This is an optimization exercise on Yosys and OpenROAD, whose aim is small area, not a production implementation.
Function was checked by simulation only, so behaviour that the tests miss may differ from the original.
The clock cells of this run come from the design's own scripts or RTL, not from TritonCTS.
The flow treats the clock pin as an ideal source. Dropping or thinning the clock tree relies on that and would not hold on a real chip.
Power figures rest on the tool's default switching activity, not on a simulated workload.

## flow/design.v

```verilog
`timescale 1ns / 1ps
module DigitalClock(
  input clk_2MHz,
  input s1_async,
  input s2_async,
  input s3_async,
  input s4_async,
  input s5_async,
  input reset,
  output [6:0] d1,
  output [6:0] d2,
  output [6:0] d3,
  output [6:0] d4,
  output [6:0] d5,
  output [6:0] d6
);
  reg [3:0] pa, pb;
  always @(posedge clk_2MHz) begin
    pa <= reset ? 4'b0 : {s4_async, s3_async, s2_async, s1_async};
    pb <= pa;
  end
  wire [3:0] pulse = pa & ~pb;
  wire mode = pulse[0];
  wire set  = pulse[1];
  wire op1  = pulse[2];
  wire op2  = pulse[3];
  reg mA, mS;                        
  wire mC = ~mA & ~mS;
  always @(posedge clk_2MHz or posedge reset) begin
    if (reset) begin
      mA <= 0;
      mS <= 0;
    end
    else if (mode) begin
      mA <= mC;
      mS <= mA;
    end
  end
  reg [4:0] j10;
  reg [4:0] c25;
  reg [2:0] k;
  wire e10 = j10[4] & ~j10[3];
  wire e25 = c25[4] & c25[3];
  always @(posedge clk_2MHz or posedge reset) begin
    if (reset) begin
      j10 <= 0;
      c25 <= 0;
      k <= 0;
    end
    else begin
      j10 <= {j10[3:0], ~j10[4]};
      if (e10) begin
        c25 <= e25 ? 5'd0 : c25 + 5'd1;
        if (e25) k <= k + 3'd1;
      end
    end
  end
  wire tickH = e10 & ~(k[0] ^ c25[0]);             
  wire tickS = e10 & e25 & ~k[2] & k[1] & k[0];    
  wire flk = k[0];                                 
  reg cSet, cAP, ring, cRst;
  wire cLoad;
  wire cspm;
  wire [3:0] csH;
  wire [5:0] csM;
  wire [5:0] csFlick;
  reg cpm;
  reg [3:0] cH;
  reg [5:0] cM, cS;
  reg aSet, aAP, AON, aRst;
  wire aLoad;
  wire aspm;
  wire [3:0] asH;
  wire [5:0] asM;
  wire [5:0] asFlick;
  reg apm;
  reg [3:0] aH;
  reg [5:0] aM;
  wire alarmHit = AON & (cpm == apm) & (cH == aH) & (cM == aM) & (cS == 6'd0);
  wire cSub = (mC & cLoad) ? 1'b0 : cSet;
  wire cEnter = mC & set & ~cSub;
  wire cTicking = ~(cSub | cEnter);
  always @(posedge clk_2MHz or posedge reset) begin
    if (reset) begin
      cSet <= 0;
      cAP <= 0;
      ring <= 0;
      cRst <= 1;
    end
    else begin
      cSet <= cSub | cEnter;
      cRst <= cEnter;
      if (mC & cTicking & op1) cAP <= ~cAP;
      if (mC & cTicking & op2) ring <= 0;
      else if (alarmHit) ring <= 1;
    end
  end
  TimeSetter clockSetter(clk_2MHz, reset, cEnter | cRst, set, op1, op2, cAP,
                         cspm, csH, csM, csFlick, cLoad);
  wire cS59 = cS[5] & cS[4] & cS[3] & cS[1] & cS[0];
  wire cM59 = cM[5] & cM[4] & cM[3] & cM[1] & cM[0];
  wire cH11 = cH[3] & cH[1] & cH[0];
  always @(posedge clk_2MHz or posedge reset) begin
    if (reset) begin
      cpm <= 0;
      cH <= 0;
      cM <= 0;
      cS <= 0;
    end
    else if (mC & cLoad) begin
      cpm <= cspm;
      cH <= csH;
      cM <= csM;
      cS <= 0;
    end
    else if (tickS) begin
      cS <= cS59 ? 6'd0 : cS + 6'd1;
      if (cS59) begin
        cM <= cM59 ? 6'd0 : cM + 6'd1;
        if (cM59) begin
          cH <= cH11 ? 4'd0 : cH + 4'd1;
          if (cH11) cpm <= ~cpm;
        end
      end
    end
  end
  wire aEnter = mA & ~aLoad & set & ~aSet;
  always @(posedge clk_2MHz or posedge reset) begin
    if (reset) begin
      aSet <= 0;
      aAP <= 0;
      AON <= 0;
      aRst <= 1;
    end
    else begin
      aRst <= aEnter;
      if (mA) begin
        if (aLoad) begin
          aSet <= 0;
          AON <= 1;
        end
        else if (set) begin
          aSet <= 1;
          if (~aSet) AON <= 0;
        end
        else if (~aSet) begin
          if (op1) aAP <= ~aAP;
          if (op2) AON <= 0;
        end
      end
      else aAP <= cAP;
    end
  end
  TimeSetter alarmSetter(clk_2MHz, reset, aEnter | aRst, set, op1, op2, aAP,
                         aspm, asH, asM, asFlick, aLoad);
  always @(posedge clk_2MHz) begin
    if (mA & aLoad) begin
      apm <= aspm;
      aH <= asH;
      aM <= asM;
    end
  end
  reg pause, sLoad;
  reg [5:0] wM, wS;
  reg [6:0] wh;
  always @(posedge clk_2MHz or posedge reset) begin
    if (reset) begin
      pause <= 1;
      sLoad <= 1;
    end
    else begin
      sLoad <= mS & ~set & op1;
      if (mS & set) pause <= ~pause;
    end
  end
  wire wh99 = wh[6] & wh[5] & wh[1] & wh[0];
  wire wS59 = wS[5] & wS[4] & wS[3] & wS[1] & wS[0];
  wire wM59 = wM[5] & wM[4] & wM[3] & wM[1] & wM[0];
  always @(posedge clk_2MHz) begin
    if (sLoad) begin
      wM <= 0;
      wS <= 0;
      wh <= 0;
    end
    else if (tickH & ~pause & ~(wh99 & wS59 & wM59)) begin
      wh <= wh99 ? 7'd0 : wh + 7'd1;
      if (wh99) begin
        wS <= wS59 ? 6'd0 : wS + 6'd1;
        if (wS59) wM <= wM + 6'd1;
      end
    end
  end
  reg hpm;
  reg [3:0] hh;
  reg [5:0] Y;
  reg [6:0] Z;
  reg dash, ap;
  reg [5:0] flick;
  always @(*) begin
    hpm = cpm; hh = cH; Y = cM; Z = {1'b0, cS};
    dash = 0; ap = 0; flick = 6'b0;
    if (mS) begin
      Y = wS; Z = wh;
    end
    else if (mA) begin
      ap = aAP;
      Z = 7'd0;
      if (AON) begin
        hpm = apm; hh = aH; Y = aM;
      end
      else if (aSet) begin
        hpm = aspm; hh = asH; Y = asM; flick = asFlick;
      end
      else dash = 1;
    end
    else begin
      ap = cAP;
      if (cSet) begin
        hpm = cspm; hh = csH; Y = csM; Z = 7'd0; flick = csFlick;
      end
      else flick = {6{ring}};
    end
  end
  wire [4:0] h24 = {1'b0, hh} + {1'b0, hpm, hpm, 2'b0};
  wire [3:0] h12 = (hh == 4'd0) ? 4'd12 : hh;
  wire [6:0] V1 = mS ? {1'b0, wM} : {2'b0, h24};
  wire [6:0] V2 = ap ? {3'b0, h12} : {1'b0, Y};
  wire [6:0] V3 = ap ? {1'b0, Y} : Z;
  function [3:0] tens(input [6:0] v);
    tens = v / 10;
  endfunction
  function [3:0] units(input [6:0] v);
    units = v % 10;
  endfunction
  function [6:0] seg(input [3:0] b);
    case (b)
      4'd0: seg = 7'b1111110;
      4'd1: seg = 7'b0110000;
      4'd2: seg = 7'b1101101;
      4'd3: seg = 7'b1111001;
      4'd4: seg = 7'b0110011;
      4'd5: seg = 7'b1011011;
      4'd6: seg = 7'b1011111;
      4'd7: seg = 7'b1110000;
      4'd8: seg = 7'b1111111;
      4'd9: seg = 7'b1111011;
      default: seg = 7'b0000000;
    endcase
  endfunction
  wire [3:0] t1 = tens(V1), u1 = units(V1);
  wire [3:0] t2 = tens(V2), u2 = units(V2);
  wire [3:0] t3 = tens(V3), u3 = units(V3);
  localparam [6:0] SEG_P = 7'b1100111, SEG_A = 7'b1110111, SEG_DASH = 7'b0000001;
  wire [5:0] blank = flick & {6{~flk}};
  wire bl1 = blank[5] | (~ap & mS & t1 == 4'd0);
  wire bl2 = blank[4] | ap;
  wire bl3 = blank[3] | (mS & t2 == 4'd0);
  wire [6:0] s1 = ap ? (hpm ? SEG_P : SEG_A) : seg(t1);
  assign d1 = dash ? SEG_DASH : bl1 ? 7'd0 : s1;
  assign d2 = dash ? SEG_DASH : bl2 ? 7'd0 : seg(u1);
  assign d3 = dash ? SEG_DASH : bl3 ? 7'd0 : seg(t2);
  assign d4 = dash ? SEG_DASH : blank[2] ? 7'd0 : seg(u2);
  assign d5 = dash ? SEG_DASH : blank[1] ? 7'd0 : seg(t3);
  assign d6 = dash ? SEG_DASH : blank[0] ? 7'd0 : seg(u3);
endmodule
`timescale 1ns / 1ps
module TimeSetter(
  input clk_2MHz,
  input reset,
  input clear,
  input in_set,
  input in_inc,
  input in_dec,
  input showAP,
  output reg pm,
  output reg [3:0] hh,
  output reg [5:0] mm,
  output [5:0] out_flick,
  output reg load
);
reg [1:0] st;
wire [1:0] st1 = st + 2'd1;
wire wrap = showAP ? (st1 == 2'd3) : (st1 == 2'd2);
wire [1:0] nst = wrap ? 2'd0 : st1;
wire nload = (nst == 2'd0);
wire s0 = (st == 2'd0);
wire s1 = (st == 2'd1);
wire s2 = (st == 2'd2);
assign out_flick = {s0, s0 & ~showAP, s1, s1, s2 & showAP, s2 & showAP};
wire fAP = s0 & showAP;
wire fHH = showAP ? s1 : s0;
wire fMM = showAP ? s2 : s1;
wire h11 = hh[3] & hh[1] & hh[0];
wire h0 = (hh == 4'd0);
wire m59 = mm[5] & mm[4] & mm[3] & mm[1] & mm[0];
wire m0 = (mm == 6'd0);
always @(posedge clk_2MHz or posedge reset) begin
  if (reset) load <= 0;
  else load <= ~clear & in_set & nload;
end
always @(posedge clk_2MHz) begin
  if (clear) begin
    pm <= 0;
    hh <= 0;
    mm <= 0;
    st <= 0;
  end
  else if (in_set) st <= nst;
  else if (in_dec | in_inc) begin
    if (fAP) pm <= ~pm;
    else if (fHH) begin
      if (in_dec ? h0 : h11) begin
        hh <= {in_dec, 1'b0, in_dec, in_dec};
        pm <= ~pm;
      end
      else hh <= hh + {{3{in_dec}}, 1'b1};
    end
    if (fMM) begin
      if (in_dec ? m0 : m59) mm <= {in_dec, in_dec, in_dec, 1'b0, in_dec, in_dec};
      else mm <= mm + {{5{in_dec}}, 1'b1};
    end
  end
end
endmodule
```

## flow/flow/run.sh

```bash
#!/bin/bash
# Own layout flow: the standard flow's synthesis with an area-oriented ABC mapping of the
# combinational logic (the flip-flops come out of the same steps as in the
# standard synthesis, and are checked to match it), then the standard layout
# steps with the smallest buffer on each port and a four-buffer clock tree.
set -euo pipefail
cd "$(dirname "$0")/.."
W=$(pwd)
R=$W/orfs/results/$FLOW_PLATFORM/DigitalClock/base

# 1. the standard synthesis, kept for reference
bash standard.sh synth > $W/1_synth_std.log 2>&1
cp $R/1_2_yosys.v $W/1_2_yosys_std.v

# 2. the same synthesis with the area mapping
sed "s#@W@#$W#" $W/flow/area.abc > $W/area_abc.script
rm -rf $W/orfs_area
make -C $FLOW_HOME DESIGN_CONFIG=$W/config.mk WORK_HOME=$W/orfs_area CLKGATE_MAP_FILE= \
  SYNTH_SCRIPT=$W/flow/synth_area.tcl AREA_ABC_SCRIPT=$W/area_abc.script \
  $(sed -n 's/^make .* SYNTH_SCRIPT=[^ ]* \(.*\) "\${@:-finish}"$/\1/p' $W/standard.sh) \
  synth > $W/1_synth_area.log 2>&1
A=$W/orfs_area/results/$FLOW_PLATFORM/DigitalClock/base/1_2_yosys.v

regs() { grep -E '^\s*sky130_fd_sc_hd__(df|edf|sdf|dl)' "$1" | awk '{print $1, $2}' | sort; }
regs $W/1_2_yosys_std.v > $W/regs_std.txt
regs $A > $W/regs_area.txt
if ! cmp -s $W/regs_std.txt $W/regs_area.txt; then
  echo "register mismatch; using the standard netlist" >> $W/1_synth_area.log
else
  cp $A $R/1_2_yosys.v
  touch $R/1_2_yosys.v
fi

# 4. the rest of the standard layout, with the smallest buffer on each port
# a clock tree of four buffers driven by the clock port (manual_cts.tcl) and
# a stronger driver for the reset net (reset_drv.tcl)
bash standard.sh \
  "BUFFER_PORTS_ARGS=-buffer_cell sky130_fd_sc_hd__buf_1" \
  PRE_GLOBAL_PLACE_TCL=$W/flow/reset_drv.tcl RESET_DRV_CELL=sky130_fd_sc_hd__inv_6 \
  PRE_CTS_TCL=$W/flow/manual_cts.tcl \
  CTS_MANUAL_N=4 CTS_MANUAL_BUF=sky130_fd_sc_hd__clkbuf_16 CTS_MANUAL_NET=clk_2MHz \
  finish > $W/2_layout.log 2>&1
```

## flow/flow/area.abc

```
strash
&get -n
&deepsyn -T 180
&put
dch -f
amap
topo
```

## flow/flow/manual_cts.tcl

```tcl
set n_groups $::env(CTS_MANUAL_N)
set buf_cell $::env(CTS_MANUAL_BUF)
set block [ord::get_db_block]
set db [ord::get_db]
set clk [$block findNet $::env(CTS_MANUAL_NET)]
set master [$db findMaster $buf_cell]

# the sinks, with their positions
set sinks {}
foreach it [$clk getITerms] {
  set inst [$it getInst]
  set box [$inst getBBox]
  set x [expr {([$box xMin] + [$box xMax]) / 2}]
  set y [expr {([$box yMin] + [$box yMax]) / 2}]
  lappend sinks [list $x $y $it]
}
set nsinks [llength $sinks]

# split into groups: sort by x, cut into columns, then each column by y
proc split_sorted {items idx parts} {
  set items [lsort -integer -index $idx $items]
  set n [llength $items]
  set out {}
  for {set p 0} {$p < $parts} {incr p} {
    set a [expr {($p * $n) / $parts}]
    set b [expr {(($p + 1) * $n) / $parts - 1}]
    lappend out [lrange $items $a $b]
  }
  return $out
}
if {$n_groups == 4} {
  set groups {}
  foreach col [split_sorted $sinks 0 2] {
    foreach g [split_sorted $col 1 2] { lappend groups $g }
  }
} else {
  set groups [split_sorted $sinks 0 $n_groups]
}

set i 0
foreach g $groups {
  set inst [odb::dbInst_create $block $master "clkbuf_manual_$i"]
  set net [odb::dbNet_create $block "clknet_manual_$i"]
  $net setSigType CLOCK
  [$inst findITerm A] connect $clk
  [$inst findITerm X] connect $net
  set sx 0
  set sy 0
  foreach s $g {
    lassign $s x y it
    $it disconnect
    $it connect $net
    incr sx $x
    incr sy $y
  }
  set k [llength $g]
  $inst setLocation [expr {$sx / $k}] [expr {$sy / $k}]
  $inst setPlacementStatus PLACED
  puts "manual clock tree: clkbuf_manual_$i drives $k flip-flops"
  incr i
}
puts "manual clock tree: $nsinks sinks in $i groups"

rename clock_tree_synthesis orfs_clock_tree_synthesis
proc clock_tree_synthesis {args} { puts "clock_tree_synthesis skipped: manual clock tree" }
```

## flow/flow/reset_drv.tcl

```tcl
# Sourced before global placement: the inverter that drives the flip-flops'
# asynchronous reset pins gets a stronger cell, so that the net needs no
# extra slew buffer.
set best ""
set best_n 0
foreach net [[ord::get_db_block] getNets] {
  set n 0
  foreach it [$net getITerms] {
    set m [$it getMTerm]
    if {[$m getName] eq "RESET_B" || [$m getName] eq "SET_B"} { incr n }
  }
  if {$n > $best_n} { set best $net; set best_n $n }
}
if {$best ne ""} {
  foreach it [$best getITerms] {
    if {[$it isOutputSignal]} {
      set inst [$it getInst]
      set master [[$inst getMaster] getName]
      if {[string match "*inv_*" $master]} {
        puts "reset driver [$inst getName] ($master, $best_n loads) -> $::env(RESET_DRV_CELL)"
        replace_cell [$inst getName] $::env(RESET_DRV_CELL)
      }
    }
  }
}
```

## flow/flow/synth_area.tcl

```tcl
# The standard flow's synthesis script (synth_recipe.tcl) with two changes that touch only
# the combinational logic: adders are left to ABC instead of being extracted
# into half/full-adder cells, and ABC maps with an area script.
proc synth {args} { yosys synth -nofsm -noshare {*}$args }
proc extract_fa {args} { puts "extract_fa skipped" }
proc abc {args} {
  set i [lsearch -exact $args -script]
  if { $i >= 0 } { set args [lreplace $args $i [expr {$i + 1}] -script $::env(AREA_ABC_SCRIPT)] }
  set i [lsearch -exact $args -D]
  if { $i >= 0 } { set args [lreplace $args $i [expr {$i + 1}]] }
  yosys abc {*}$args
}
source $::env(SCRIPTS_DIR)/synth.tcl
# left out here: clear keep_hierarchy, flatten, clean up, hide names made inside functions, write 1_2_yosys.v
```

## flow/standard.sh

```bash
#!/bin/bash
# synth_recipe.tcl (not shown) runs the flow's synth.tcl, then flattens the netlist and writes it again
# the make line also repeats each setting of config.mk as NAME=value (left out here)
make -C /OpenROAD-flow-scripts/flow DESIGN_CONFIG=/design/flow/config.mk WORK_HOME=/design/flow/orfs CLKGATE_MAP_FILE= SYNTH_SCRIPT=/design/flow/synth_recipe.tcl "${@:-finish}"
```

## flow/config.mk

```make
export PLATFORM = sky130hd
export DESIGN_NAME = DigitalClock
export DESIGN_NICKNAME = DigitalClock
export VERILOG_FILES = /design/flow/design.v
export SDC_FILE = /design/flow/constraint.sdc
export NUM_CORES = 4
export LEC_CHECK = 0
export ABC_AREA = 1
export CAP_MARGIN = 20
export CORE_MARGIN = 2
export CORE_UTILIZATION = 40
export GPL_TIMING_DRIVEN = 0
export SLEW_MARGIN = 20
```

## flow/constraint.sdc

```tcl
create_clock -name core_clock -period 30.0 [get_ports {clk_2MHz}]
set_input_delay 6.0000 -clock core_clock [delete_from_list [all_inputs] [get_ports {clk_2MHz}]]
set_output_delay 6.0000 -clock core_clock [all_outputs]
set_load 0.01 [all_outputs]
```

==> results.sh <==
export IMPL_viasPerCell=5.76
export IMPL_die_x_um=125
export IMPL_place_congestion=0.856
export IMPL_grt_pass1_wl_um=27900
export IMPL_fp_dieH_um=125
export IMPL_drv_slew=0
export IMPL_path_cells="clkinv_1, nand2_1, o22ai_1, a31oi_1, o21ai_0, a222oi_1, clkinv_1, nor2_1, nor2_1, a222oi_1, clkinv_1, nor4_1, buf_1"
export IMPL_io_buffers=47
export IMPL_worstPathMaxFanout=13
export IMPL_seqCellArea_sq_um=2500
export IMPL_final_cell_mix="157 x nor2_1, 122 x clkinv_1, 65 x nand2_1, 56 x o21ai_0, 53 x dfxtp_1"
export IMPL_num_vias=5776
export IMPL_avgSynthCellArea_sq_um=7.59
export IMPL_swShare_pct=52.0
export IMPL_worstPathArrival_ns=4.73
export IMPL_rrSetupSlack_ns=26.07
export IMPL_clk_insertion_delay_late_ns=0.17
export IMPL_grt_pass1_vias=5644
export IMPL_timing_rr_end="clockSetter.hh[3]"
export IMPL_ir_drop_uv=53.7
export IMPL_place_area_sq_um=6230
export IMPL_crit_top_cell="clkinv_1"
export IMPL_rows=44
export IMPL_maxSlewHeadroom_pct=38.2
export IMPL_syn_inst=767
export IMPL_fin_nets=827
export IMPL_grt_total_usage_pct=21.3
export IMPL_timing_final_crit_period_ns=10.73
export IMPL_dp_hpwl_um=13300
export IMPL_critical_path_max_stage_delay_ns=0.78
export IMPL_p_switching_w=0.000405
export IMPL_dieArea_sq_um=15500
export IMPL_combPwrFrac_pct=63.5
export IMPL_multi_input_area_sq_um=2860
export IMPL_status="finished clean"
export IMPL_worst_pin_slew_ns=0.927
export IMPL_p_int_w=0.000374
export IMPL_crit_type="reg2out"
export IMPL_antenna_cells=0
export IMPL_cap_viol_max_count=0
export IMPL_rr_worst_depth=10
export IMPL_syn_nets=774
export IMPL_ctsResizeCount=0
export IMPL_fin_area_sq_um=6330
export IMPL_clkTransAtPathRegs_ns=0.10
export IMPL_post_cts_buffers=0
export IMPL_totalWireLength_um=16700
export IMPL_skew_ns=0.0102
export IMPL_worstSetupEndpoint="d6[1]"
export IMPL_setup_viol=0
export IMPL_first_pass_iters=6
export IMPL_holdBufCountCts=0
export IMPL_antenna_found_initial=0
export IMPL_pwr_share_clk_pct=7.9
export IMPL_timing_final_crit_share_pct=35.8
export IMPL_static_leakage_power_nw=2.27
export IMPL_crit_start="mA"
export IMPL_core_area_sq_um=14400
export IMPL_hold_viol=0
export IMPL_cp_end_kind="output pin"
export IMPL_synth_area_sq_um=5820
export IMPL_fin_tns_setup_ns=0
export IMPL_grt_max_degree=45
export IMPL_initial_core_util_pct=40.5
export IMPL_required_ns=24.00
export IMPL_layout_commonest_cell="nor2_1"
export IMPL_ant_nets=0
export IMPL_initialDrtViolationCount=430
export IMPL_yosysWarnings=2
export IMPL_final_core_util_pct=44.1
export IMPL_reg2reg_from="mS"
export IMPL_route_detailed_drc=0
export IMPL_drive_gt1_share_pct=1.10
export IMPL_io_pins=49
export IMPL_fmax_mhz=93.2
export IMPL_gr_total_overflow=0
export IMPL_hp_class="reg2reg"
export IMPL_seq_power_share_pct=28.5
export IMPL_wl_per_cell_um=16.7
export IMPL_crit_slowest_cell="a222oi_1"
export IMPL_rsz0062_at_grt="no"
export IMPL_area_growth_pct=8.79
export IMPL_nFillCells=1500
export IMPL_cp_start_kind="register"
export IMPL_pwr_density_cell_nw_per_um2=123
-- state kept, by name, summed over array words and instances (netlist names), 2 cells and up --
signal and cells:
alarmSetter.hh 4, aH 4, aM 6, alarmSetter.st 2, alarmSetter.mm 6, clockSetter.st 2, cH 4, clockSetter.mm 6
j10 5, wM 6, cM 6, k 3, wh 7, wS 6, cS 6, c25 5
clockSetter.hh 4, pa 4, pb 4
-- per-layer routing --
layer / vias up / part of all wire [%] / track usage [%]
met5: - / 0 / 0
met1: 2773 / 45 / 28.7
li1: 2830 / - / -
met3: 20 / 5.0 / 1.93
met2: 153 / 49 / 37.9
met4: 0 / 1.5 / 3.64
-- worst min path at each step --
stage / from / end / cells after the start
after floorplan: pa[0] / pb[0] / 0
after global placement: pa[3] / pb[3] / 0
after detailed placement: pa[0] / pb[0] / 0
after CTS: pa[0] / pb[0] / 0
after global routing: pa[0] / pb[0] / 0
final: pa[0] / pb[0] / 0
-- metrics by stage --
step	setup WS (ns)	cells	power [W]	hold WS, ns
floorplan	20.57	767	0.000559	0.324
detailed placement	19.51	998	0.000715	0.335
global placement	19.58	998	0.000702	0.332
CTS	19.49	1002	0.000763	0.335
finish	19.27	1002	0.000779	0.353
global route	18.83	1002	0.000846	0.361
-- critical path, delay by kind of cell (launching register included) --
family	cells	cell delay, ns
buf+inv	4	0.95
simple gates	4	1.25
compound gates	5	1.80
flops	1	0.56
-- area by class of cell --
type / count / area share [%]
Tap cell: 184 / 3.64
Buffer: 5 / 1.64
Sequential cell: 108 / 39.4
Timing Repair Buffer: 47 / 2.79
Multi-Input combinational cell: 535 / 45.1
Inverter: 123 / 7.37
-- power by group through the flow --
stage                     registers, W  logic, W  clock network, W
after CTS                     0.000225  0.000493         0.0000458
after global routing          0.000227  0.000551         0.0000681
after detailed placement      0.000224  0.000491                 0
final                         0.000222  0.000495         0.0000619
after global placement        0.000223  0.000479                 0
after floorplan               0.000210  0.000349                 0

## re-timing with driven ports
In the flow no input, the clock included, has a driving cell. The finished layout below was timed again as built, in two steps.
Step 1 (the two cells are an assumption about what drives the block):
set clk [get_ports {clk_2MHz}]
set_driving_cell -lib_cell sky130_fd_sc_hd__clkbuf_16 $clk
set_driving_cell -lib_cell sky130_fd_sc_hd__buf_2 [delete_from_list [all_inputs] $clk]
Step 2 also shifts input and output timing later by t, the mid clock arrival at the registers, as if the neighbouring blocks saw the same clock.
Slacks: no drivers / after step 1 / after step 2; pairs: no drivers / after step 1.
shift t [ns]: 0.252
slack for setup (ns): 19.268 / 19.179 / 19.431
worst setup path at the end: register to output
clock arrival spread, ns: 0.010 / 0.010
After both steps setup and hold are still met in this run. For this run, drivers alone change the setup slack by -0.089 ns; drivers and shift together by +0.163 ns.
